This design comes from an exercise in tuning for small area and a short achievable clock period on the open sky130 flow, not from production work. The RTL was checked by simulation tests, not by an equivalence proof against the original design.

==> flow/run.sh <==
#!/bin/bash
# synth_recipe.tcl (not shown) runs the flow's synth.tcl, then flattens the netlist and writes it again
# the make line also repeats each setting of config.mk as NAME=value (left out here)
make -C /OpenROAD-flow-scripts/flow DESIGN_CONFIG=/design/flow/config.mk WORK_HOME=/design/flow/orfs CLKGATE_MAP_FILE= SYNTH_SCRIPT=/design/flow/synth_recipe.tcl finish
==> flow/config.mk <==
export PLATFORM = sky130hd
export DESIGN_NAME = sparq_dot8
export DESIGN_NICKNAME = sparq_dot8
export VERILOG_FILES = /design/flow/design.v
export SDC_FILE = /design/flow/constraint.sdc
export NUM_CORES = 4
export LEC_CHECK = 0
export ABC_AREA = 1
export CAP_MARGIN = 20
export CORE_MARGIN = 2
export CORE_UTILIZATION = 55
export PLACE_DENSITY = 0.65
export SLEW_MARGIN = 20
==> flow/constraint.sdc <==
create_clock -name core_clock -period 11.0 [get_ports {clk}]
set_input_delay 2.2000 -clock core_clock [delete_from_list [all_inputs] [get_ports {clk}]]
set_output_delay 2.2000 -clock core_clock [all_outputs]
set_load 0.01 [all_outputs]
==> flow/design.v <==
`timescale 1 ns / 1 ns
package SPARQ_PKG;
localparam ARRAY_DIMENSION = 8;
localparam EXP_SIZE = 5;
localparam MANT_SIZE = 10;
localparam BIAS = 15;
localparam FLOAT_SIZE = 1 + EXP_SIZE + MANT_SIZE;
localparam INT_SIZE = 4;
endpackage: SPARQ_PKG
`timescale 1 ns / 1 ns
module FifoBuffer #(
  parameter integer DATA_SIZE = 16,
  parameter integer CYCLES    = 2
) (
  input  logic                 clk,
  input  logic [DATA_SIZE-1:0] in,
  output logic [DATA_SIZE-1:0] out
);
  logic [DATA_SIZE-1:0] data [0:CYCLES-1];
  always @ (posedge clk) begin
    data[0] <= in;
    for (int i = 1; i < CYCLES; i++) data[i] <= data[i-1];
  end
  assign out = data[CYCLES-1];
endmodule
module float_multiplier (
  input  logic [15:0] in_A,
  input  logic [3:0]  in_B,
  output logic [15:0] out
);
  logic [4:0]  e, exp_o;
  logic [10:0] f;
  logic [3:0]  m;
  logic [13:0] prod, op1, op2;
  logic [9:0]  mant;
  always_comb begin
    e    = {in_A[14:11], in_A[10] | (in_A[14:10] == 5'd0)};
    f    = {in_A[14:10] != 5'd0, in_A[9:0]};
    m    = in_B[3] ? (~in_B + 4'd1) : in_B;
    case (m)
      4'd1: begin op1 = {3'd0, f};       op2 = 14'd0; end
      4'd2: begin op1 = {2'd0, f, 1'b0}; op2 = 14'd0; end
      4'd3: begin op1 = {2'd0, f, 1'b0}; op2 = {3'd0, f}; end
      4'd4: begin op1 = {1'd0, f, 2'b0}; op2 = 14'd0; end
      4'd5: begin op1 = {1'd0, f, 2'b0}; op2 = {3'd0, f}; end
      4'd6: begin op1 = {1'd0, f, 2'b0}; op2 = {2'd0, f, 1'b0}; end
      4'd7: begin op1 = {f, 3'b0};       op2 = ~{3'd0, f} + 14'd1; end
      4'd8: begin op1 = {f, 3'b0};       op2 = 14'd0; end
      default: begin op1 = 14'd0; op2 = 14'd0; end
    endcase
    prod = op1 + op2;
    if (prod[13]) begin
      mant = prod[12:3]; exp_o = e + 5'd3;
    end else if (prod[12]) begin
      mant = prod[11:2]; exp_o = e + 5'd2;
    end else if (prod[11]) begin
      mant = prod[10:1]; exp_o = e + 5'd1;
    end else begin
      mant = prod[9:0];  exp_o = prod[10] ? e : 5'd0;
    end
    out = {in_A[15] ^ in_B[3], exp_o, mant};
  end
endmodule
module fadd_front (
  input  logic [15:0] in_A,
  input  logic [15:0] in_B,
  output logic [11:0] sum,     
  output logic [4:0]  eL,      
  output logic        sL       
);
  logic [4:0]  eA, eB, d;
  logic [5:0]  dAB, dBA;
  logic [10:0] fA, fB, X, Y;
  logic [11:0] Xs, op1, op2;
  logic        a_ge, ge_e, w, sub;
  always_comb begin
    eA = {in_A[14:11], in_A[10] | (in_A[14:10] == 5'd0)};
    eB = {in_B[14:11], in_B[10] | (in_B[14:10] == 5'd0)};
    fA = {in_A[14:10] != 5'd0, in_A[9:0]};
    fB = {in_B[14:10] != 5'd0, in_B[9:0]};
    a_ge = in_A[14:0] >= in_B[14:0];
    dAB = {1'b0, eA} - {1'b0, eB};
    dBA = {1'b0, eB} - {1'b0, eA};
    ge_e = !dAB[5];
    d  = ge_e ? dAB[4:0] : dBA[4:0];
    X  = ge_e ? fB : fA;
    Y  = ge_e ? fA : fB;
    Xs = {1'b0, X} >> d;
    w  = ge_e & ~a_ge;
    sub = in_A[15] ^ in_B[15];
    op1 = (sub & w)  ? ~{1'b0, Y} : {1'b0, Y};
    op2 = (sub & ~w) ? ~Xs : Xs;
    sum = op1 + op2 + {11'd0, sub};
    eL = ge_e ? eA : eB;
    sL = a_ge ? in_A[15] : in_B[15];
  end
endmodule
module fadd_norm (
  input  logic [11:0] sum,
  input  logic [4:0]  eL,      
  input  logic        sL,
  output logic [15:0] out
);
  logic [11:0] sent, v, x8, x4, x2, x1, w8, w4, w2;
  logic        s8, s4, s2, s1;
  logic [3:0]  t;
  logic [4:0]  exp_o;
  always_comb begin
    sent = 12'd0;
    for (int i = 0; i < 12; i++) if (eL == 5'(11 - i)) sent[i] = 1'b1;
    v  = sum | sent;
    s8 = v[11:4] == 8'd0;
    x8 = s8 ? {sum[3:0], 8'd0} : sum;
    w8 = s8 ? {v[3:0], 8'd0} : v;
    s4 = w8[11:8] == 4'd0;
    x4 = s4 ? {x8[7:0], 4'd0} : x8;
    w4 = s4 ? {w8[7:0], 4'd0} : w8;
    s2 = w4[11:10] == 2'd0;
    x2 = s2 ? {x4[9:0], 2'd0} : x4;
    w2 = s2 ? {w4[9:0], 2'd0} : w4;
    s1 = !w2[11];
    x1 = s1 ? {x2[10:0], 1'b0} : x2;
    t  = {s8, s4, s2, s1};
    exp_o = x1[11] ? eL + 5'd1 - {1'b0, t} : 5'd0;
    out = {sL, exp_o, x1[10:1]};
  end
endmodule
module float_adder (
  input  logic [15:0] in_A,
  input  logic [15:0] in_B,
  output logic [15:0] out
);
  logic [11:0] sum;
  logic [4:0]  eL;
  logic        sL;
  fadd_front front (.in_A(in_A), .in_B(in_B), .sum(sum), .eL(eL), .sL(sL));
  fadd_norm  norm  (.sum(sum), .eL(eL), .sL(sL), .out(out));
endmodule
`timescale 1 ns / 1 ns
module sparq_dot8 (
  input  logic         clk,
  input  logic         rstn,
  input  logic         w_load,
  input  logic [127:0] w_data,
  input  logic         in_valid,
  input  logic [31:0]  in_act,
  input  logic [15:0]  in_acc,
  output logic         out_valid,
  output logic [15:0]  out_data
);
  localparam int N   = 8;
  localparam int LAT = 2*N + 2;    
  logic [15:0] weight [0:N-1];
  always @ (posedge clk) begin
    if (w_load) begin
      for (int i = 0; i < N; i++) weight[i] <= w_data[16*i +: 16];
    end
  end
  logic [LAT-1:0] vld;
  always @ (posedge clk) begin
    if (!rstn) vld <= '0;
    else       vld <= {vld[LAT-2:0], in_valid};
  end
  assign out_valid = vld[LAT-1];
  logic [15:0] acc_r;
  logic [3:0]  act0_r;
  always @ (posedge clk) begin
    acc_r  <= in_acc;
    act0_r <= in_act[3:0];
  end
  logic [3:0] act [1:N-1];
  genvar k;
  generate
    for (k = 1; k < N; k++) begin : skew
      FifoBuffer #(.DATA_SIZE(4), .CYCLES(2*k+1)) dl (.clk(clk), .in(in_act[4*k +: 4]), .out(act[k]));
    end
  endgenerate
  logic [15:0] s_r   [0:N-1];    
  logic [15:0] p_r   [0:N-1];    
  logic [11:0] sum_r [0:N-1];    
  logic [4:0]  eL_r  [0:N-1];
  logic        sL_r  [0:N-1];
  logic [15:0] p0;
  float_multiplier mul0 (.in_A(weight[0]), .in_B(act0_r), .out(p0));
  always @ (posedge clk) begin
    s_r[0] <= acc_r;
    p_r[0] <= p0;
  end
  generate
    for (k = 0; k < N; k++) begin : pe
      logic [11:0] sum;
      logic [4:0]  eL;
      logic        sL;
      fadd_front front (.in_A(p_r[k]), .in_B(s_r[k]), .sum(sum), .eL(eL), .sL(sL));
      always @ (posedge clk) begin
        sum_r[k] <= sum;
        eL_r[k]  <= eL;
        sL_r[k]  <= sL;
      end
      logic [15:0] s_next;
      fadd_norm norm (.sum(sum_r[k]), .eL(eL_r[k]), .sL(sL_r[k]), .out(s_next));
      if (k < N-1) begin : next
        logic [15:0] p_next;
        float_multiplier mul (.in_A(weight[k+1]), .in_B(act[k+1]), .out(p_next));
        always @ (posedge clk) begin
          s_r[k+1] <= s_next;
          p_r[k+1] <= p_next;
        end
      end
      else begin : last
        always @ (posedge clk) out_data <= s_next;
      end
    end
  endgenerate
endmodule
==> flow_summary_export.csv, run 1 <==
group,metric,value,unit
logic_synthesis,yosysWarnings,31,
clock_network,clk_latency,0.68,ns
setup_path,crit_chain,"nor4_1 > nor2_1 > ha_1 > inv_1 > nand2_1 > nand3_2 > inv_2 > nor2_1 > nor2_1 > inv_1 > nand3_1 > nand2_1 > fa_1 > inv_1 > fa_1 > nor2_1 > a211oi_1 > o21ai_0 > nand3_1 > nand2_1 > a21oi_1 > o21ai_0 > xor2_1",
setup_path,critPathLaunchType,"flop",
finish,syn2layout_area_growth,10.1,%
logic_synthesis,yosysTopAreaCell,"dfxtp_1",
setup_path,critPathArrivalTime,6.13,ns
drt,viasPerCell,5.30,
logic_synthesis,synth.distinct_cells,68,
min_path,hold-path-cell-count,0,
logic_synthesis,async_flop_share,0,%
logic_synthesis,syn_nets,8867,
setup_path,crit_required,11.56,ns
floorplanning,die_w,328,um
finish,nFillCells,9809,
logic_synthesis,synth_area_leaders,"dfxtp_1 24%, nand2_1 13%, ha_1 9.7%, edfxtp_1 6.7%, inv_1 6.6%",
setup_path,critPathMaxStageDelay,0.68,ns
logic_synthesis,synth_enable_flop_cells,128,
global_route,grtUsageTotal,24.7,%
finish,fin_cells,9739,
min_path,hp-start,"skew[6].dl.data[6][3]$_DFF_P_",
clock_network,clock_path_buffers,3,
logic_synthesis,synth.mux.area_fraction,0.295,%
clock_network,cts_tree,"done",
global_route,grt_pass1_wl,226000,um
clock_network,cts_sinks,834,
finish,multiInputGateArea,0.0345,sq mm
logic_synthesis,synth_xor_area_share,6.54,%
min_path,hold_end,"skew[6].dl.data[7][3]$_DFF_P_",
logic_synthesis,avgSynthCellArea,7.05,sq um
timing,fmax,180,MHz
drt,drc,0,
logic_synthesis,synth_common_cells,"2,028 x nand2_1, 1,008 x inv_1, 706 x dfxtp_1",
finish,drive_above_1_share,5.49,%
floorplanning,die_area,0.108,sq mm
setup_path,crit_buf_inv,4,
clock_network,cts_setup_buffers,0,
setup_path,cp_max_fo,58,
logic_synthesis,yosysSeqAreaShare,31.1,%
place,io_buffers,196,
logic_synthesis,synth_top_family_by_area,"simple AND/OR/NAND/NOR gates",
clock_network,cts.clk_slew.worst_paths,0.06,ns
timing,finalSetupTns,0,ns
setup_path,end_kind,"flop",
floorplanning,die_height,328,um
global_route,grt_pass1_vias,47500,
setup_path,cp_top_family,"simple AND/OR/NAND/NOR gates",
setup_path,r2r_setup_slack,5.43,ns
timing,relSlewSlack,39.1,%
timing,final-setup-viol-count,0,
floorplanning,start_util,55.6,%
logic_synthesis,synth_fa_ha_area_share,11.4,%
min_path,hold_class,"reg2reg",
finish,final_nets,8955,
drt,wl,136000,um
setup_path,r2r_cells,23,
clock_network,ctsResizeCount,0,
drt,wl_per_cell,13.9,um
timing,period_needed,5.57,ns
run_status,outcome,"no timing/DRC/antenna violations",
floorplanning,rows,118,
logic_synthesis,synthesis.area,0.0578,sq mm
clock_network,hold_buffers,0,
setup_path,critPathMostFrequentCell,"nor2_1",
clock_network,cts.htree.levels,3,
drt,dr.pass1.iters,6,
finish,seqCellArea,0.0180,sq mm
place,placed_cells,9565,
place,hpwlAfterDp,107000,um
global_route,grt-ovfl-total,0,
setup_path,worstSetupPathType,"reg2reg",
drt,drtAntennaViolNets,0,
clock_network,cts_made_buffers,92,
setup_path,r2r_start,"p_r[0][11]$_DFF_P_",
logic_synthesis,synth-simple-area-share,25.4,%
logic_synthesis,synth_compound_area_share,16.1,%
global_route,grt_max_degree,76,
drt,via_count,51600,
timing,fin_skew,0.0297,ns
timing,worstMarginPinSlew,0.912,ns
logic_synthesis,synth_most_common_cell,"nand2_1",
timing,slew_viol_final,0,
timing,rsz0062_at_grt,"no",
setup_path,r2r_end,"sum_r[0][10]$_DFF_P_",
place,gp_congestion,0.925,
logic_synthesis,ys_ff_latch,834,
logic_synthesis,yosysTopAreaCellShare,24.5,%
timing,finalCritPeriodShare,50.6,%
logic_synthesis,synth_top_flop_cell,"dfxtp_1",
timing,finalHoldViolCount,0,
global_route,antenna_found_initial,2,
floorplanning,ios,197,
job,drv_cap,0,
drt,drtIter0Drc,3717,
clock_network,root_buffer,"clkbuf_16",
setup_path,cp_slowest_cell,"nand3_2",
floorplanning,fp.coreArea,0.104,sq mm
logic_synthesis,syn-instance-count,8191,
## cells by family after synthesis
group,count (synthesis)
compound gates,1670
simple gates,3436
fa+ha+maj,496
mux,16
xor+xnor,431
flops,834
buf+inv,1308
## cells in the final DEF (no fill, tap or decap), types with 135 or more instances in the layout
master / count
o21ai_1: 160
nand2_1: 2028
a21oi_1: 469
o21ai_0: 682
nor2_1: 496
xor2_1: 296
dfxtp_1: 706
nand3_1: 592
inv_1: 1008
xnor2_1: 135
clkdlybuf4s50_1: 195
ha_1: 448
## state kept, by name, indices dropped and copies added (netlist names)
signal and flops:
acc_r 16, s_r 128, vld 18, sL_r 8, act0_r 4, sum_r 96
skew.dl.data 252, p_r 128, out_data 16, weight 128, eL_r 40
## routing by layer
layer | vias up | global-route usage [%] | part of all wire, %
met1 | 23100 | 33.5 | 47
met4 | 2 | 7.15 | 2.5
li1 | 27100 | - | -
met5 | - | 0 | 0.012
met2 | 1165 | 41.3 | 45
met3 | 211 | 2.76 | 4.5
## per-stage QoR
step	area, sq um	utilization, %	hold WS [ns]	worst slack, ns
after floorplan	57800	-	0.310	6.59
after global placement	60400	58.2	0.310	5.46
after detailed placement	60400	58.2	0.312	5.30
after CTS	63600	61.3	0.300	5.19
after global routing	63600	61.3	0.306	4.63
final	63600	61.3	0.308	5.43
## area by class of cell
class	count	area share, %
multi-input combinational	6049	54.2
sequential	834	28.3
antenna	1	0.00393
clock buffer	125	4.20
inverter	1098	6.50
clock inverter	48	0.891
tap	1380	2.71
timing repair buffer	204	3.18
## worst register-to-register path, stage by stage, from the launching register on
cell and delay, ns:
dfxtp_1 0.45, nor4_1 0.13, nor2_1 0.24, ha_1 0.25, inv_1 0.06, nand2_1 0.07
nand3_2 0.68, inv_2 0.33, nor2_1 0.10, nor2_1 0.66, inv_1 0.40, nand3_1 0.19
nand2_1 0.08, fa_1 0.41, inv_1 0.09, fa_1 0.22, nor2_1 0.06, a211oi_1 0.27
o21ai_0 0.19, nand3_1 0.10, nand2_1 0.08, a21oi_1 0.14, o21ai_0 0.11, xor2_1 0.15
## how the worst max path moves through the flow
stage	depth (start not counted)	to	slack, ns	startpoint
floorplan	30	sum_r[2][10]$_DFF_P_	6.59	p_r[2][11]$_DFF_P_
CTS	24	sum_r[1][10]$_DFF_P_	5.19	p_r[1][11]$_DFF_P_
global route	27	sum_r[5][10]$_DFF_P_	4.63	s_r[5][11]$_SDFF_PN0_
detailed placement	23	sum_r[1][10]$_DFF_P_	5.30	p_r[1][12]$_DFF_P_
finish	23	sum_r[0][10]$_DFF_P_	5.43	p_r[0][11]$_DFF_P_
global placement	23	sum_r[1][10]$_DFF_P_	5.46	p_r[1][12]$_DFF_P_
==> run 2, diff against run 1 <==
--- a/flow/design.v
+++ b/flow/design.v
@@ -34,2 +34,3 @@
   logic [13:0] prod, op1, op2;
+  logic        cin, cout;
   logic [9:0]  mant;
@@ -39,2 +40,3 @@
     m    = in_B[3] ? (~in_B + 4'd1) : in_B;
+    cin  = 1'b0;
     case (m)
@@ -46,3 +48,3 @@
       4'd6: begin op1 = {1'd0, f, 2'b0}; op2 = {2'd0, f, 1'b0}; end
-      4'd7: begin op1 = {f, 3'b0};       op2 = ~{3'd0, f} + 14'd1; end
+      4'd7: begin op1 = {f, 3'b0};       op2 = ~{3'd0, f}; cin = 1'b1; end
       4'd8: begin op1 = {f, 3'b0};       op2 = 14'd0; end
@@ -50,3 +52,5 @@
     endcase
-    prod = op1 + op2;
+  end
+  pfx_add #(14) add (.a(op1), .b(op2), .cin(cin), .s(prod), .cout(cout));
+  always_comb begin
     if (prod[13]) begin
@@ -63,2 +67,63 @@
 endmodule
+module pfx_add #(
+  parameter int W = 12
+) (
+  input  logic [W-1:0] a,
+  input  logic [W-1:0] b,
+  input  logic         cin,
+  output logic [W-1:0] s,
+  output logic         cout
+);
+  localparam int L = $clog2(W + 1);
+  logic [W:0] g [0:L];
+  logic [W:0] p [0:L];
+  always_comb begin
+    g[0][0] = cin;
+    p[0][0] = 1'b0;
+    for (int i = 0; i < W; i++) begin
+      g[0][i+1] = a[i] & b[i];
+      p[0][i+1] = a[i] ^ b[i];
+    end
+    for (int l = 0; l < L; l++) begin
+      for (int i = 0; i <= W; i++) begin
+        if ((i >> l) & 1) begin
+          g[l+1][i] = g[l][i] | (p[l][i] & g[l][((i >> l) << l) - 1]);
+          p[l+1][i] = p[l][i] & p[l][((i >> l) << l) - 1];
+        end
+        else begin
+          g[l+1][i] = g[l][i];
+          p[l+1][i] = p[l][i];
+        end
+      end
+    end
+    for (int i = 0; i < W; i++) s[i] = p[0][i+1] ^ g[L][i];
+    cout = g[L][W];
+  end
+endmodule
+module fadd_pre (
+  input  logic [15:0] in_A,
+  input  logic [15:0] in_B,
+  output logic [3:0]  amtA,    
+  output logic        zA,      
+  output logic [3:0]  amtB,
+  output logic        zB,
+  output logic        geE      
+);
+  logic [4:0] eA, eB;
+  logic [4:0] dAB, dBA;
+  logic       cAB, cBA;
+  always_comb begin
+    eA = {in_A[14:11], in_A[10] | (in_A[14:10] == 5'd0)};
+    eB = {in_B[14:11], in_B[10] | (in_B[14:10] == 5'd0)};
+  end
+  pfx_add #(5) subAB (.a(eA), .b(~eB), .cin(1'b1), .s(dAB), .cout(cAB));
+  pfx_add #(5) subBA (.a(eB), .b(~eA), .cin(1'b1), .s(dBA), .cout(cBA));
+  always_comb begin
+    geE  = cAB;
+    amtA = cAB ? 4'd0 : dBA[3:0];
+    zA   = !cAB && dBA[4];
+    amtB = cBA ? 4'd0 : dAB[3:0];
+    zB   = !cBA && dAB[4];
+  end
+endmodule
 module fadd_front (
@@ -70,28 +135,24 @@
 );
-  logic [4:0]  eA, eB, d;
-  logic [5:0]  dAB, dBA;
-  logic [10:0] fA, fB, X, Y;
-  logic [11:0] Xs, op1, op2;
-  logic        a_ge, ge_e, w, sub;
-  always_comb begin
-    eA = {in_A[14:11], in_A[10] | (in_A[14:10] == 5'd0)};
-    eB = {in_B[14:11], in_B[10] | (in_B[14:10] == 5'd0)};
+  logic [10:0] fA, fB, xA, xB;
+  logic [11:0] op1, op2;
+  logic        a_ge, sub, cmp_c, add_c;
+  logic [14:0] cmp_s;
+  logic [3:0]  amtA, amtB;
+  logic        zA, zB, geE;
+  fadd_pre pre (.in_A(in_A), .in_B(in_B), .amtA(amtA), .zA(zA), .amtB(amtB), .zB(zB), .geE(geE));
+  pfx_add #(15) cmp (.a(in_A[14:0]), .b(~in_B[14:0]), .cin(1'b1), .s(cmp_s), .cout(cmp_c));
+  always_comb begin
     fA = {in_A[14:10] != 5'd0, in_A[9:0]};
     fB = {in_B[14:10] != 5'd0, in_B[9:0]};
-    a_ge = in_A[14:0] >= in_B[14:0];
-    dAB = {1'b0, eA} - {1'b0, eB};
-    dBA = {1'b0, eB} - {1'b0, eA};
-    ge_e = !dAB[5];
-    d  = ge_e ? dAB[4:0] : dBA[4:0];
-    X  = ge_e ? fB : fA;
-    Y  = ge_e ? fA : fB;
-    Xs = {1'b0, X} >> d;
-    w  = ge_e & ~a_ge;
-    sub = in_A[15] ^ in_B[15];
-    op1 = (sub & w)  ? ~{1'b0, Y} : {1'b0, Y};
-    op2 = (sub & ~w) ? ~Xs : Xs;
-    sum = op1 + op2 + {11'd0, sub};
-    eL = ge_e ? eA : eB;
-    sL = a_ge ? in_A[15] : in_B[15];
-  end
+    xA = zA ? 11'd0 : fA >> amtA;
+    xB = zB ? 11'd0 : fB >> amtB;
+    a_ge = cmp_c;
+    sub  = in_A[15] ^ in_B[15];
+    op1 = (sub & ~a_ge) ? ~{1'b0, xA} : {1'b0, xA};
+    op2 = (sub &  a_ge) ? ~{1'b0, xB} : {1'b0, xB};
+    eL  = geE ? {in_A[14:11], in_A[10] | (in_A[14:10] == 5'd0)}
+              : {in_B[14:11], in_B[10] | (in_B[14:10] == 5'd0)};
+    sL  = a_ge ? in_A[15] : in_B[15];
+  end
+  pfx_add #(12) add (.a(op1), .b(op2), .cin(sub), .s(sum), .cout(add_c));
 endmodule
==> flow/flow/run.sh (new file) <==
#!/bin/bash
set -euo pipefail
export SETUP_SLACK_MARGIN=7.0
bash standard.sh finish > orfs_make.log 2>&1
==> flow/standard.sh (new file) <==
#!/bin/bash
# synth_recipe.tcl (not shown) runs the flow's synth.tcl, then flattens the netlist and writes it again
# the make line also repeats each setting of config.mk as NAME=value (left out here)
make -C /OpenROAD-flow-scripts/flow DESIGN_CONFIG=/design/flow/config.mk WORK_HOME=/design/flow/orfs CLKGATE_MAP_FILE= SYNTH_SCRIPT=/design/flow/synth_recipe.tcl "${@:-finish}"
removed: flow/run.sh
==> run 2 against run 1 <==
Against the previous run: final cell count grew 4.1%; worst hold slack gained 0.011 ns; first-iteration DRC count grew 11%.
==> flow_summary_export.csv, run 2 <==
group,metric,value,unit
run_status,outcome,"no timing/DRC/antenna violations",
global_route,grtUsageTotal,26.7,%
timing,finalSetupTns,0,ns
timing,fin_skew,0.0241,ns
timing,slew_viol_final,0,
place,place_ws,5.85,ns
setup_path,cp_max_fo,9,
setup_path,r2r_cells,21,
setup_path,worstSetupPathType,"reg2reg",
clock_network,clk_latency,0.69,ns
clock_network,root_buffer,"clkbuf_16",
logic_synthesis,synth_enable_flop_cells,128,
clock_network,cts_tree,"done",
timing,rsz0062_at_grt,"yes",
floorplanning,rows,117,
global_route,grt_pass1_vias,50000,
timing,worstMarginPinSlew,0.817,ns
logic_synthesis,yosysSeqAreaShare,31.6,%
floorplanning,die_area,0.106,sq mm
clock_network,hold_buffers,0,
drt,viasPerCell,5.38,
clock_network,cts_made_buffers,88,
setup_path,crit_required,11.63,ns
clock_network,cts_sinks,834,
drt,via_count,54600,
finish,largest_reg_flops,252,
timing,period_needed,4.17,ns
timing,finalCritPeriodShare,37.9,%
timing,finalHoldViolCount,0,
drt,wl_met1,68500,um
place,gp_congestion,0.935,
logic_synthesis,ys_ff_latch,834,
finish,drive_above_1_share,23.2,%
timing,worst_slack,6.83,ns
global_route,grt-ovfl-total,0,
logic_synthesis,syn-instance-count,7964,
clock_network,cts.clk_slew.worst_paths,0.06,ns
logic_synthesis,synth_most_common_cell,"nand2_1",
job,drv_cap,0,
global_route,grt_pass1_wl,240000,um
logic_synthesis,synth.distinct_cells,57,
logic_synthesis,async_flop_share,0,%
floorplanning,die_height,325,um
setup_path,critPathLaunchType,"flop",
logic_synthesis,yosysTopAreaCell,"dfxtp_1",
finish,layout_commonest_cell,"nand2_1",
floorplanning,die_w,325,um
floorplanning,start_util,55.6,%
logic_synthesis,synth_common_cells,"2,099 x nand2_1, 1,137 x inv_1, 706 x dfxtp_1",
timing,whs,0.318,ns
logic_synthesis,syn_nets,8688,
timing,fmax,240,MHz
setup_path,r2r_setup_slack,6.83,ns
drt,dr.pass1.iters,9,
global_route,grt_max_degree,72,
finish,nFillCells,8329,
finish,final_cell_mix,"1,857 x nand2_1, 938 x inv_1, 632 x dfxtp_1",
setup_path,end_kind,"flop",
setup_path,critPathArrivalTime,4.79,ns
drt,wl_per_cell,15.2,um
floorplanning,fp.coreArea,0.102,sq mm
drt,wl_met3,7780,um
clock_network,cts.htree.levels,3,
logic_synthesis,synth_top_flop_cell,"dfxtp_1",
drt,drtAntennaViolNets,0,
finish,largest_register,"skew.dl.data",
min_path,hold-path-cell-count,0,
finish,syn2layout_area_growth,28.0,%
clock_network,clock_path_buffers,3,
finish,final_nets,9416,
drt,wl_met2,73800,um
logic_synthesis,avgSynthCellArea,7.14,sq um
logic_synthesis,yosysTopAreaCellShare,24.9,%
drt,drc,0,
drt,highest_layer,"met4",
timing,final-setup-viol-count,0,
min_path,hold_class,"reg2reg",
timing,relSlewSlack,45.5,%
drt,wl,154000,um
logic_synthesis,synth_area_leaders,"dfxtp_1 25%, nand2_1 14%, ha_1 9.7%, inv_1 7.5%, edfxtp_1 6.8%",
global_route,antenna_found_initial,2,
place,io_buffers,196,
place,hpwlAfterDp,107000,um
drt,drtIter0Drc,4137,
floorplanning,ios,197,
logic_synthesis,synthesis.area,0.0568,sq mm
logic_synthesis,yosysWarnings,44,
run 2: cell count changes after synthesis, moves of 37 or more:
cell / change
fa_1: +56
nand2_1: +71
a21oi_1: -104
nand3_1: -44
inv_1: +129
o21ai_1: -93
o21ai_0: -93
o211ai_1: +88
nor2_1: -37
xnor2_1: -55
run 2: cell type report:
cell class / instances / area (sq um) / area share (%)
Antenna cell: 2 / 5.00 / 0.00688
Clock buffer: 120 / 2570 / 3.53
Clock inverter: 43 / 448 / 0.616
Inverter: 1192 / 4730 / 6.51
Multi-Input combinational cell: 5783 / 38300 / 52.6
Sequential cell: 834 / 18200 / 24.9
Tap cell: 1368 / 1710 / 2.35
Timing Repair Buffer: 785 / 6830 / 9.39
Timing Repair inverter: 8 / 53.8 / 0.0739
run 2: worst max-delay path, stage by stage (launching register included):
cell	delay, ns
dfxtp_4	0.35
nor2_1	0.10
nand4_1	0.12
nand2_1	0.14
nand3_1	0.13
fa_2	0.38
or2_2	0.33
a21oi_4	0.24
clkinv_4	0.11
o211ai_1	0.20
nand2_1	0.12
xor2_2	0.20
fa_2	0.37
inv_2	0.07
nor2_2	0.04
a211oi_2	0.23
o21ai_2	0.09
nand2_1	0.08
nand2_2	0.08
a21oi_4	0.20
fa_1	0.45
inv_1	0.07
run 2: repair_timing:
| item | 4_1_cts | 5_1_grt |
|---|---|---|
| endpoints found under the setup margin | 205 | 190 |
| resized for setup | 817 | 835 |
| pin swaps | 229 | 380 |
| gates cloned | 18 | 15 |
| setup buffers | 315 | 261 |
| endpoints found under the hold margin | 0 | 0 |
run 2: cells by family after synthesis:
kind of cell / Yosys count / synth area share (%)
compound gates: 1506 / 15.3
xor+xnor: 350 / 5.39
fa+ha+maj: 544 / 13.3
buf+inv: 1368 / 9.53
flops: 834 / 31.6
mux: 16 / 0.286
simple gates: 3346 / 24.5
run 2: worst paths after layout:
check / startpoint / to
worst max-delay path: p_r[7][11]$_DFF_P_ / sum_r[7][7]$_DFF_P_
worst max register to register: p_r[7][11]$_DFF_P_ / sum_r[7][7]$_DFF_P_
worst min register to register: skew[5].dl.data[1][2]$_DFF_P_ / skew[5].dl.data[2][2]$_DFF_P_
worst min-delay path: skew[5].dl.data[1][2]$_DFF_P_ / skew[5].dl.data[2][2]$_DFF_P_
run 2: per-stage QoR:
| stage | cell area (sq um) | std cells | utilization, % |
|---|---|---|---|
| after floorplan | 56900 | 7964 | - |
| after CTS | 67900 | 9857 | 66.4 |
| after global placement | 59700 | 9361 | 58.5 |
| final | 72800 | 10100 | 71.2 |
| after global routing | 72800 | 10100 | 71.2 |
| after detailed placement | 59800 | 9361 | 58.5 |
run 2: per-layer routing:
| metal | up-vias | track usage [%] |
|---|---|---|
| li1 | 27500 | - |
| met1 | 25100 | 35.7 |
| met3 | 341 | 2.77 |
| met5 | - | 0 |
| met4 | 0 | 7.60 |
| met2 | 1594 | 45.5 |
==> run 3, diff against run 2 <==
==> flow/run.sh (new file) <==
#!/bin/bash
# synth_recipe.tcl (not shown) runs the flow's synth.tcl, then flattens the netlist and writes it again
# the make line also repeats each setting of config.mk as NAME=value (left out here)
make -C /OpenROAD-flow-scripts/flow DESIGN_CONFIG=/design/flow/config.mk WORK_HOME=/design/flow/orfs CLKGATE_MAP_FILE= SYNTH_SCRIPT=/design/flow/synth_recipe.tcl finish
removed: flow/flow/run.sh
removed: flow/standard.sh
==> run 3 against run 2 <==
Against the previous run: synthesized cell count stayed put; still clean; die area is the same; wire length shrank 12%; critical path depth increased by 6; largest cell class unchanged; first-iteration DRC count shrank 12%.
==> flow_summary_export.csv, run 3 <==
group,metric,value,unit
finish,final_nets,8811,
clock_network,ctsResizeCount,0,
drt,drtAntennaViolNets,0,
finish,largest_reg_flops,252,
logic_synthesis,synth_common_cells,"2,099 x nand2_1, 1,137 x inv_1, 706 x dfxtp_1",
finish,largest_register,"skew.dl.data",
job,drv_cap,0,
clock_network,clock_path_buffers,3,
floorplanning,die_area,0.106,sq mm
clock_network,cts_made_buffers,93,
finish,syn2layout_area_growth,10.7,%
clock_network,cts.htree.levels,3,
drt,wl_per_cell,14.3,um
clock_network,cts.clk_slew.worst_paths,0.06,ns
setup_path,cp_top_family,"simple AND/OR/NAND/NOR gates",
timing,finalCritPeriodShare,49.2,%
timing,final-setup-viol-count,0,
setup_path,cp_max_fo,12,
clock_network,cts_sinks,834,
timing,fmax,185,MHz
setup_path,critPathMostFrequentCell,"nand2_1",
finish,nFillCells,9506,
finish,finalCoreUtilization,61.6,%
logic_synthesis,synth_top_flop_cell,"dfxtp_1",
logic_synthesis,syn-instance-count,7964,
clock_network,root_buffer,"clkbuf_16",
setup_path,crit_required,11.61,ns
logic_synthesis,synth_most_common_cell,"nand2_1",
floorplanning,start_util,55.6,%
clock_network,clk_latency,0.69,ns
timing,relSlewSlack,28.8,%
finish,drive_above_1_share,4.58,%
timing,period_needed,5.41,ns
floorplanning,die_w,325,um
drt,drtIter0Drc,3660,
drt,via_count,50400,
finish,final_cell_mix,"2,099 x nand2_1, 1,137 x inv_1, 706 x dfxtp_1",
place,gp_congestion,0.942,
timing,worstMarginPinSlew,1.06,ns
run_status,outcome,"no timing/DRC/antenna violations",
timing,finalSetupTns,0,ns
setup_path,critPathMaxStageDelay,0.57,ns
logic_synthesis,synth.distinct_cells,57,
setup_path,cp_slowest_cell,"nor2_1",
clock_network,hold_buffers,0,
logic_synthesis,avgSynthCellArea,7.14,sq um
logic_synthesis,ys_ff_latch,834,
floorplanning,die_height,325,um
clock_network,cts_setup_buffers,0,
logic_synthesis,synthesis.area,0.0568,sq mm
logic_synthesis,synth_area_leaders,"dfxtp_1 25%, nand2_1 14%, ha_1 9.7%, inv_1 7.5%, edfxtp_1 6.8%",
setup_path,critPathArrivalTime,6.02,ns
drt,wl,137000,um
drt,dr.pass1.iters,9,
setup_path,crit_buf_inv,6,
drt,viasPerCell,5.28,
logic_synthesis,synth_enable_flop_cells,128,
setup_path,end_kind,"flop",
global_route,grt_pass1_wl,226000,um
logic_synthesis,async_flop_share,0,%
place,placed_cells,9360,
finish,fin_cells,9542,
floorplanning,fp.coreArea,0.102,sq mm
finish,layout_commonest_cell,"nand2_1",
setup_path,critPathLaunchType,"flop",
logic_synthesis,yosysSeqAreaShare,31.6,%
floorplanning,ios,197,
setup_path,worstSetupPathType,"reg2reg",
finish,seqCellArea,0.0180,sq mm
place,hpwlAfterDp,109000,um
logic_synthesis,yosysTopAreaCell,"dfxtp_1",
min_path,hold_class,"reg2reg",
global_route,antenna_found_initial,10,
clock_network,cts_tree,"done",
logic_synthesis,yosysWarnings,44,
timing,finalHoldViolCount,0,
global_route,grtUsageTotal,25.2,%
global_route,grt_pass1_vias,46800,
logic_synthesis,yosysTopAreaCellShare,24.9,%
global_route,grt-ovfl-total,0,
finish,multiInputGateArea,0.0335,sq mm
timing,slew_viol_final,0,
timing,fin_skew,0.0377,ns
global_route,grt_max_degree,72,
place,io_buffers,196,
timing,rsz0062_at_grt,"no",
floorplanning,rows,117,
drt,drc,0,
logic_synthesis,syn_nets,8688,
## run 3: worst paths after layout
kind                                                 endpoint                     startpoint  slack [ns]  cells past startpoint
worst max-delay path                     sum_r[1][10]$_DFF_P_             p_r[1][13]$_DFF_P_        5.59                     27
worst max register to register           sum_r[1][10]$_DFF_P_             p_r[1][13]$_DFF_P_        5.59                     27
worst min-delay path            skew[6].dl.data[5][2]$_DFF_P_  skew[6].dl.data[4][2]$_DFF_P_        0.31                      0
worst min register to register  skew[6].dl.data[5][2]$_DFF_P_  skew[6].dl.data[4][2]$_DFF_P_        0.31                      0
## run 3: stage by stage
| stage | setup slack [ns] | instance area [sq um] | hold WS, ns |
|---|---|---|---|
| CTS | 5.66 | 62900 | 0.308 |
| global placement | 5.94 | 59600 | 0.310 |
| global route | 4.98 | 62900 | 0.320 |
| floorplan | 6.78 | 56800 | 0.310 |
| finish | 5.59 | 62900 | 0.311 |
| detailed placement | 5.70 | 59600 | 0.312 |
## run 3: metal layers
metal,GRT usage [%],vias up,wire length (um)
met5,0,-,13
met4,7.03,2,3490
met3,3.02,223,6510
met2,41.3,1235,61500
met1,34.9,22700,65200
li1,-,26200,-
## run 3: worst reg2reg max path, delay by kind of cell (launching register included)
family / cells / cell delay, ns
fa+ha+maj: 3 / 1.01
compound gates: 6 / 1.33
simple gates: 11 / 1.60
xor+xnor: 1 / 0.14
buf+inv: 6 / 0.83
flops: 1 / 0.41
## run 3: cell type report
type	instances	area share, %
Clock buffer	109	3.96
Timing Repair Buffer	204	3.22
Antenna cell	8	0.0318
Inverter	1192	7.12
Tap cell	1368	2.72
Clock inverter	65	1.21
Multi-Input combinational cell	5762	53.2
Sequential cell	834	28.6
## run 3: cells by family after synthesis
family,synth area share [%]
muxes,0.286
AOI/OAI and AO/OA,15.3
adders and majority gates,13.3
buffers and inverters,9.53
and+or+nand+nor,24.5
xor gates and xnor gates,5.39
DFF,31.6
==> run 4, diff against run 3 <==
--- a/flow/config.mk
+++ b/flow/config.mk
@@ -10,4 +10,4 @@
 export CORE_MARGIN = 2
-export CORE_UTILIZATION = 55
-export PLACE_DENSITY = 0.65
+export CORE_UTILIZATION = 70
+export PLACE_DENSITY = 0.8
 export SLEW_MARGIN = 20
==> run 4 against run 3 <==
Against the previous run: still clean on timing, DRC and antenna; worst setup slack worse by 0.024 ns; worst hold slack better by 0.0073 ns; wire length up 2.1%; synthesized cell count unchanged; global-route usage up 7.8 points; design area down 0.82%; utilization up 16 points; largest cell class unchanged.
==> flow_summary_export.csv, run 4 <==
group,metric,value,unit
run_status,outcome,"no timing/DRC/antenna violations",
timing,relSlewSlack,27.3,%
setup_path,r2r_cells,29,
setup_path,critPathMaxStageDelay,0.57,ns
setup_path,r2r_setup_slack,5.56,ns
timing,rsz0062_at_grt,"no",
timing,fmax,184,MHz
clock_network,cts.htree.levels,3,
timing,period_needed,5.44,ns
logic_synthesis,yosysTopAreaCellShare,24.9,%
drt,drtIter0Drc,4644,
setup_path,critPathCapture,"sum_r[6][11]$_DFF_P_",
logic_synthesis,synth_top_flop_cell,"dfxtp_1",
timing,worstMarginPinSlew,1.08,ns
logic_synthesis,ys_ff_latch,834,
place,placed_cell_area,0.0592,sq mm
global_route,antenna_found_initial,3,
drt,drtAntennaViolNets,0,
global_route,grtUsageTotal,33.0,%
logic_synthesis,yosysTopAreaCell,"dfxtp_1",
logic_synthesis,synth.distinct_cells,57,
place,gp_congestion,0.970,
clock_network,clk_latency,0.66,ns
floorplanning,rows,104,
setup_path,crit_required,11.59,ns
clock_network,clock_path_buffers,3,
logic_synthesis,synth_most_common_cell,"nand2_1",
finish,final_cell_area,0.0624,sq mm
clock_network,hold_buffers,0,
floorplanning,die_height,289,um
drt,wl_per_cell,15.1,um
logic_synthesis,synthesis.area,0.0568,sq mm
logic_synthesis,avgSynthCellArea,7.14,sq um
finish,syn2layout_area_growth,9.80,%
finish,drive_above_1_share,4.37,%
drt,wl,140000,um
job,drv_cap,0,
min_path,hold_class,"reg2reg",
setup_path,cp_max_fo,14,
setup_path,critPathLaunchType,"flop",
floorplanning,start_util,70.7,%
setup_path,critPathArrivalTime,6.02,ns
finish,final_nets,8803,
clock_network,cts_setup_buffers,0,
drt,viasPerCell,5.68,
global_route,grt_max_degree,67,
drt,via_count,52400,
clock_network,cts_sinks,834,
timing,final-setup-viol-count,0,
floorplanning,die_area,0.0835,sq mm
setup_path,setup.worst_path.start,"p_r[6][12]$_DFF_P_",
setup_path,worstSetupPathType,"reg2reg",
logic_synthesis,synth_enable_flop_cells,128,
global_route,grt-ovfl-total,0,
timing,slew_viol_final,0,
place,io_buffers,196,
finish,final_cell_mix,"2,099 x nand2_1, 1,137 x inv_1, 706 x dfxtp_1",
finish,largest_register,"skew.dl.data",
logic_synthesis,async_flop_share,0,%
setup_path,critPathMostFrequentCell,"nand2_1",
logic_synthesis,yosysWarnings,44,
timing,finalCritPeriodShare,49.4,%
finish,largest_reg_flops,252,
logic_synthesis,synth_common_cells,"2,099 x nand2_1, 1,137 x inv_1, 706 x dfxtp_1",
floorplanning,fp.coreArea,0.0804,sq mm
timing,fin_skew,0.0283,ns
place,hpwlAfterDp,106000,um
finish,layout_commonest_cell,"nand2_1",
setup_path,r2r_start,"p_r[6][12]$_DFF_P_",
floorplanning,die_w,289,um
drt,dr.pass1.iters,7,
timing,finalHoldViolCount,0,
logic_synthesis,syn-instance-count,7964,
setup_path,end_kind,"flop",
clock_network,cts.clk_slew.worst_paths,0.06,ns
global_route,grt_pass1_vias,49200,
drt,drc,0,
logic_synthesis,yosysSeqAreaShare,31.6,%
clock_network,ctsResizeCount,0,
timing,finalSetupTns,0,ns
logic_synthesis,syn_nets,8688,
floorplanning,ios,197,
setup_path,cp_slowest_cell,"nor2_1",
logic_synthesis,synth_area_leaders,"dfxtp_1 25%, nand2_1 14%, ha_1 9.7%, inv_1 7.5%, edfxtp_1 6.8%",
global_route,grt_pass1_wl,231000,um
setup_path,r2r_end,"sum_r[6][11]$_DFF_P_",
clock_network,root_buffer,"clkbuf_16",
clock_network,cts_tree,"done",
clock_network,cts_made_buffers,87,
finish,finalCoreUtilization,77.6,%
[run 4: cell counts after synthesis]
No cell type changed its count.
[run 4: worst min-delay path by stage]
stage	from	to	slack (ns)	cells past startpoint
floorplan	sL_r[7]$_DFF_P_	out_data[15]$_DFF_P_	0.31	0
global placement	skew[7].dl.data[9][0]$_DFF_P_	skew[7].dl.data[10][0]$_DFF_P_	0.31	0
detailed placement	acc_r[8]$_DFF_P_	s_r[0][8]$_DFF_P_	0.31	0
CTS	skew[5].dl.data[2][0]$_DFF_P_	skew[5].dl.data[3][0]$_DFF_P_	0.32	0
global route	skew[5].dl.data[9][2]$_DFF_P_	skew[5].dl.data[10][2]$_DFF_P_	0.32	0
finish	skew[5].dl.data[9][3]$_DFF_P_	skew[5].dl.data[10][3]$_DFF_P_	0.32	0
[run 4: layout make-up]
| class | instances | area, sq um |
|---|---|---|
| Tap cell | 1060 | 1330 |
| Clock buffer | 111 | 2440 |
| Antenna cell | 2 | 5.00 |
| Fill cell | 5967 | 18000 |
| Multi-Input combinational cell | 5762 | 33500 |
| Inverter | 1192 | 4480 |
| Sequential cell | 834 | 18000 |
| Timing Repair Buffer | 202 | 2010 |
| Clock inverter | 52 | 708 |
[run 4: logic make-up (layout without fill, tap and decap cells)]
kind of cell,Yosys count,in the layout,synth area share (%)
AND/OR/NAND/NOR,3346,3346,24.5
AO/OA/AOI/OAI,1506,1506,15.3
buffers and inverters,1368,1557,9.53
flip-flops,834,834,31.6
adder cells (fa/ha/maj),544,544,13.3
XOR/XNOR,350,350,5.39
multiplexers,16,16,0.286
other,0,2,0
[run 4: through the flow]
step                      hold slack [ns]  worst slack, ns  instances
after floorplan                     0.310             6.78       7964
after global placement              0.310             5.84       9050
after detailed placement            0.312             5.66       9050
after CTS                           0.320             5.61       9213
after global routing                0.323             4.84       9215
final                               0.318             5.56       9215
[run 4: worst max-delay path: cells and delay by family (launching register included)]
kind / cells / cell delay (ns)
XOR/XNOR: 2 / 0.42
flip-flops: 1 / 0.39
buffers and inverters: 3 / 0.44
AND/OR/NAND/NOR: 13 / 1.87
adder cells (fa/ha/maj): 2 / 0.65
AO/OA/AOI/OAI: 9 / 1.60
[run 4: routing by layer]
layer | vias up | track usage [%] | wire, um | share of wire, %
li1 | 26200 | - | - | -
met1 | 23900 | 42.3 | 59600 | 43
met2 | 1926 | 57.1 | 66600 | 48
met3 | 360 | 4.75 | 8920 | 6.4
met4 | 0 | 10.8 | 4390 | 3.1
met5 | - | 0 | 0 | 0

[port drivers added, routing unchanged]
The flow's constraints put no driver on any port. The routed layouts listed below were extracted and timed again, unchanged, in two steps.
Step 1 (the two cells are an assumption about what drives the block):
set clk [get_ports {clk}]
set_driving_cell -lib_cell sky130_fd_sc_hd__clkbuf_16 $clk
set_driving_cell -lib_cell sky130_fd_sc_hd__buf_2 [delete_from_list [all_inputs] $clk]
Step 2 adds t to the input delays and takes it off the output delays; t is the mean of the earliest and latest rising clock arrival at the registers after step 1. Input paths then give back, and output paths get back, about the clock's delay inside the block.
Slacks: ideal ports / drivers / drivers and shift; pairs: ideal ports / drivers.
| run | shift t [ns] | setup slack, ns | clock arrival spread, ns | worst slew at a driven data input, ns | cell pins on the clock port's net |
|---|---|---|---|---|---|
| run 1 | 0.742 | 5.434 / 5.434 / 5.434 | 0.037 / 0.037 | 0.07 | 1 |
| run 2 | 0.756 | 6.832 / 6.832 / 6.832 | 0.026 / 0.026 | 0.15 | 1 |
| run 3 | 0.748 | 5.588 / 5.588 / 5.588 | 0.040 / 0.041 | 0.15 | 1 |
| run 4 | 0.729 | 5.564 / 5.564 / 5.564 | 0.042 / 0.042 | 0.11 | 1 |
After both steps setup and hold are still met in every run listed.
